Context: an optimization exercise on an open-source flow, tuned for small area and a short achievable clock period. The choices shown serve that exercise and are no tape-out recipe.
In this exercise RTL edits were held to simulation tests only and were not proved equivalent to the original.
Power and IR drop assume default switching activity.

==> flow/design.v <==
module engines(clk, rst, a_1, a_2, a_3, b_1, b_2, b_3, P1_en, P2_en, mux_reset, c_sel, sel_m, Rs, Q, Vs, Vc, T);
  input clk, rst;
  input [7:0] a_1, a_2, a_3;
  input [7:0] b_1, b_2, b_3;
  input [1:0] sel_m;
  input mux_reset, P1_en;
  input [2:0] c_sel;
  input [1:0] P2_en;
  output reg [7:0] Rs, Q, Vs, Vc, T;
  wire e_s = sel_m == 2'b01, e_3 = sel_m == 2'b10, e_2 = sel_m == 2'b11;
  reg [1:0] sd1, sd2, sd3;
  reg [7:0] X11, X12, X13, X21, X22, X23, X31, X32;
  reg [7:0] B11, B12, B13, B21, B22, B23, B31, B32, B33;
  reg [7:0] D11, D12, D21, D22;
  reg [7:0] PPQ, PPS;
  reg [7:0] c0, c1, c2, c3;
  wire g3_1 = sd1 == 2'b10, g2_1 = sd1 == 2'b11;
  wire g3_2 = sd2 == 2'b10, g2_2 = sd2 == 2'b11;
  wire g3_3 = sd3 == 2'b10;
  wire [7:0] BB11 = g3_1 ? B11 : g2_1 ? D11 : 8'd0;
  wire [7:0] BB12 = g3_2 ? B12 : g2_2 ? D12 : 8'd0;
  wire [7:0] BB13 = g3_3 ? B13 : 8'd0;
  wire [7:0] BB21 = g3_1 ? B21 : g2_1 ? D21 : 8'd0;
  wire [7:0] BB22 = g3_2 ? B22 : g2_2 ? D22 : 8'd0;
  wire [7:0] BB23 = g3_3 ? B23 : 8'd0;
  wire [7:0] M11 = X11 * BB11, M12 = X12 * BB12, M13 = X13 * BB13;
  wire [7:0] M21 = X21 * BB21, M22 = X22 * BB22, M23 = X23 * BB23;
  wire [7:0] M3_11 = sd1[0] ? 8'd0 : M11, M2_11 = sd1[0] ? M11 : 8'd0;
  wire [7:0] M3_12 = sd2[0] ? 8'd0 : M12, M2_12 = sd2[0] ? M12 : 8'd0;
  wire [7:0] M3_21 = sd1[0] ? 8'd0 : M21, M2_21 = sd1[0] ? M21 : 8'd0;
  wire [7:0] M3_22 = sd2[0] ? 8'd0 : M22, M2_22 = sd2[0] ? M22 : 8'd0;
  wire [7:0] PPQn = M3_11 + M3_12 + M13;
  wire [7:0] PPSn = M2_11 + M2_12;
  wire [7:0] Qn = PPQ + M3_21 + M3_22 + M23;
  wire [7:0] S = PPS + M2_21 + M2_22;
  wire [7:0] Bn31 = P1_en ? B21 : B31;
  wire [7:0] Bn32 = P1_en ? B22 : B32;
  wire [7:0] Bn33 = P1_en ? B23 : B33;
  wire [7:0] Bn31g = e_3 ? Bn31 : 8'd0;
  wire [7:0] X31g = g3_1 ? X31 : 8'd0;
  wire [7:0] X32g = g3_2 ? X32 : 8'd0;
  wire [7:0] Vsn, Vcn;
  function [15:0] csa;   
    input [7:0] x, y, z;
    csa = {x ^ y ^ z, ((x & y) | (x & z) | (y & z)) << 1};
  endfunction
  wire [7:0] r [0:23];
  genvar g;
  generate for (g = 0; g < 8; g = g + 1) begin: pp
    assign r[g]      = (a_3 & {8{Bn31g[g]}}) << g;
    assign r[g + 8]  = (X31g & {8{Bn32[g]}}) << g;
    assign r[g + 16] = (X32g & {8{Bn33[g]}}) << g;
  end endgenerate
  wire [7:0] l1 [0:15];
  generate for (g = 0; g < 8; g = g + 1) begin: L1
    assign {l1[2*g], l1[2*g+1]} = csa(r[3*g], r[3*g+1], r[3*g+2]);
  end endgenerate
  wire [7:0] l2 [0:10];
  generate for (g = 0; g < 5; g = g + 1) begin: L2
    assign {l2[2*g], l2[2*g+1]} = csa(l1[3*g], l1[3*g+1], l1[3*g+2]);
  end endgenerate
  assign l2[10] = l1[15];
  wire [7:0] l3 [0:7];
  generate for (g = 0; g < 3; g = g + 1) begin: L3
    assign {l3[2*g], l3[2*g+1]} = csa(l2[3*g], l2[3*g+1], l2[3*g+2]);
  end endgenerate
  assign l3[6] = l2[9]; assign l3[7] = l2[10];
  wire [7:0] l4 [0:5];
  generate for (g = 0; g < 2; g = g + 1) begin: L4
    assign {l4[2*g], l4[2*g+1]} = csa(l3[3*g], l3[3*g+1], l3[3*g+2]);
  end endgenerate
  assign l4[4] = l3[6]; assign l4[5] = l3[7];
  wire [7:0] l5 [0:3];
  generate for (g = 0; g < 2; g = g + 1) begin: L5
    assign {l5[2*g], l5[2*g+1]} = csa(l4[3*g], l4[3*g+1], l4[3*g+2]);
  end endgenerate
  wire [7:0] l6a, l6b;
  assign {l6a, l6b} = csa(l5[0], l5[1], l5[2]);
  assign {Vsn, Vcn} = csa(l6a, l6b, l5[3]);
  wire [7:0] b1s = e_s ? b_1 : 8'd0;
  wire [7:0] Rsn = (mux_reset ? 8'd0 : Rs) + a_1 * b1s;
  reg [7:0] slot;
  always @(*) case (c_sel[1:0])
    2'd0: slot = c0; 2'd1: slot = c1; 2'd2: slot = c2; default: slot = c3;
  endcase
  wire [7:0] acc = slot + S;
  always @(posedge clk or posedge rst) begin
    if (rst) begin
      sd1 <= 0; sd2 <= 0; sd3 <= 0;
      X11 <= 0; X12 <= 0; X13 <= 0; X21 <= 0; X22 <= 0; X23 <= 0; X31 <= 0; X32 <= 0;
      B11 <= 0; B12 <= 0; B13 <= 0; B21 <= 0; B22 <= 0; B23 <= 0; B31 <= 0; B32 <= 0; B33 <= 0;
      D11 <= 0; D12 <= 0; D21 <= 0; D22 <= 0;
      PPQ <= 0; PPS <= 0;
      Rs <= 0; Q <= 0; Vs <= 0; Vc <= 0;
      c0 <= 0; c1 <= 0; c2 <= 0; c3 <= 0; T <= 0;
    end else begin
      sd1 <= sel_m; sd2 <= sd1; sd3 <= sd2;
      X11 <= a_1; X12 <= X11; X13 <= X12;
      X21 <= a_2; X22 <= X21; X23 <= X22;
      X31 <= a_3; X32 <= X31;
      if (P1_en) begin
        B11 <= e_3 ? b_1 : 8'd0; B12 <= e_3 ? b_2 : 8'd0; B13 <= e_3 ? b_3 : 8'd0;
        B21 <= B11; B22 <= B12; B23 <= B13;
      end
      B31 <= Bn31; B32 <= Bn32; B33 <= Bn33;
      if (P2_en[0]) begin D11 <= e_2 ? b_1 : 8'd0; D12 <= e_2 ? b_2 : 8'd0; end
      if (P2_en[1]) begin D21 <= D11; D22 <= D12; end
      PPQ <= PPQn; PPS <= PPSn;
      Rs <= Rsn; Q <= Qn; Vs <= Vsn; Vc <= Vcn;
      if (c_sel[2]) begin
        T <= acc;
        case (c_sel[1:0])
          2'd0: c0 <= acc; 2'd1: c1 <= acc; 2'd2: c2 <= acc; default: c3 <= acc;
        endcase
      end else T <= 8'd0;
    end
  end
endmodule
module computation_module(clk, rst, a_1, a_2, a_3, b_1, b_2, b_3, P1_en, P2_en, mux_reset, c_sel, sel_m, out);
  input clk, rst;
  input [7:0] a_1, a_2, a_3;
  input [7:0] b_1, b_2, b_3;
  input [1:0] sel_m;
  input mux_reset, P1_en;
  input [2:0] c_sel;
  input [1:0] P2_en;
  output reg [7:0] out;
  wire [7:0] Rs, Q, Vs, Vc, T;
  engines u_e(clk, rst, a_1, a_2, a_3, b_1, b_2, b_3, P1_en, P2_en, mux_reset, c_sel, sel_m, Rs, Q, Vs, Vc, T);
  function [15:0] csa;   
    input [7:0] x, y, z;
    csa = {x ^ y ^ z, ((x & y) | (x & z) | (y & z)) << 1};
  endfunction
  wire [7:0] os, oc;
  assign {os, oc} = csa(Q, Vs, Vc);
  wire [7:0] o3 = os + oc;
  always @(*) case (sel_m)
    2'b00: out = 8'd0;
    2'b01: out = Rs;
    2'b10: out = o3;
    default: out = T;
  endcase
endmodule
Settings: LEC_CHECK=0, ABC_AREA=1, CAP_MARGIN=20, CORE_MARGIN=2, CORE_UTILIZATION=60, SLEW_MARGIN=20, SYNTH_HIERARCHICAL=1; clock period 11.0 ns.
standard.sh (not shown) runs the stock make flow with config.mk's settings and CLKGATE_MAP_FILE= SYNTH_SCRIPT=/design/flow/synth_recipe.tcl, a recipe that flattens the netlist after the stock synthesis.
==> flow/flow/run.sh <==
#!/bin/bash
set -euo pipefail
cd "$(dirname "$0")/.."
bash standard.sh ADDER_MAP_FILE= SETUP_SLACK_MARGIN=5.3 "BUFFER_PORTS_ARGS=-buffer_cell sky130_fd_sc_hd__buf_4" finish > standard_flow.log 2>&1
Change:
==> flow/flow/run.sh (replaced) <==
#!/bin/bash
set -euo pipefail
cd "$(dirname "$0")/.."
bash standard.sh ADDER_MAP_FILE= SETUP_SLACK_MARGIN=5.6 "BUFFER_PORTS_ARGS=-buffer_cell sky130_fd_sc_hd__buf_4" finish > standard_flow.log 2>&1
- CORE_UTILIZATION: 60 -> 50
- CTS_BUF_LIST: unset -> sky130_fd_sc_hd__clkbuf_8
- CTS_CLUSTER_SIZE: unset -> 30
Outcome:
- The changed run ran to the end with no violations
- fmax came out higher by 2.2%
- non-clock buffer count rises by 9
- setup slack is better by 0.12 ns
- synthesized cell count does not change
- via count fell by 1.4%
- count of clock-buffer cells in the layout goes up by 19
- synthesized area stays the same
- combinational power is about the same
- cell area is higher by 1.7%
Change:
==> flow/flow/run.sh (replaced) <==
#!/bin/bash
set -euo pipefail
cd "$(dirname "$0")/.."
bash standard.sh ADDER_MAP_FILE= SETUP_SLACK_MARGIN=6.0 "BUFFER_PORTS_ARGS=-buffer_cell sky130_fd_sc_hd__buf_4" finish > standard_flow.log 2>&1
- CORE_UTILIZATION: 50 -> 60
- CTS_BUF_LIST: sky130_fd_sc_hd__clkbuf_8 -> unset
- CTS_CLUSTER_SIZE: 30 -> unset
Effect:
- worst setup slack gains 0.091 ns
- area after synthesis does not change
- core utilization came out higher by 13 points
- global-route usage went up by 4.7 points
- design area went up by a few percent
- worst hold slack is better by 0.0073 ns
- via count grows by a few percent
- sequential share of layout area decreases by 0.71 points
- power rises slightly
Change:
==> flow/flow/run.sh (replaced) <==
#!/bin/bash
set -euo pipefail
cd "$(dirname "$0")/.."
bash standard.sh ADDER_MAP_FILE= SETUP_SLACK_MARGIN=5.6 "BUFFER_PORTS_ARGS=-buffer_cell sky130_fd_sc_hd__buf_4" finish > standard_flow.log 2>&1
- CORE_UTILIZATION: 60 -> 70
- CTS_BUF_LIST: unset -> sky130_fd_sc_hd__clkbuf_8
- CTS_CLUSTER_SIZE: unset -> 30
Clock power is about the same. Total power decreases by 1.7%. First-iteration DRC count is higher by 36%. Clock skew went up by 0.0030 ns. Area after synthesis is unchanged. Count of clock-buffer cells in the layout rose by 22. Routed wire length barely changes.

[re-timing with driven ports]
The results above use ideal ports. As a check the final layouts listed here were re-extracted and re-timed, cells and wires unchanged.
Step 1 assumes that a clkbuf_16 drives the clock port and a buf_2 every other input.
Step 2 times the ports against the registers' clock, not the clock port: input delays grow and output delays shrink by t, the midpoint of the rising clock arrivals with the driver on.
Slacks: ideal / step 1 / step 2; pairs: ideal / step 1.
run	shift t [ns]	slack for setup (ns)	worst data-port slew with drivers (ns)	cell pins on the clock port's net
the first run	0.625	5.494 / 5.465 / 5.057	0.05	1
the second run	0.679	5.612 / 5.585 / 5.126	0.07	1
the third run	0.638	5.703 / 5.642 / 5.133	0.19	1
the fourth run	0.669	5.717 / 5.674 / 5.041	0.06	1
After both steps every run listed still meets setup and hold. For the fourth run, which loses most, drivers alone change the setup slack by -0.043 ns; drivers and shift together by -0.676 ns.
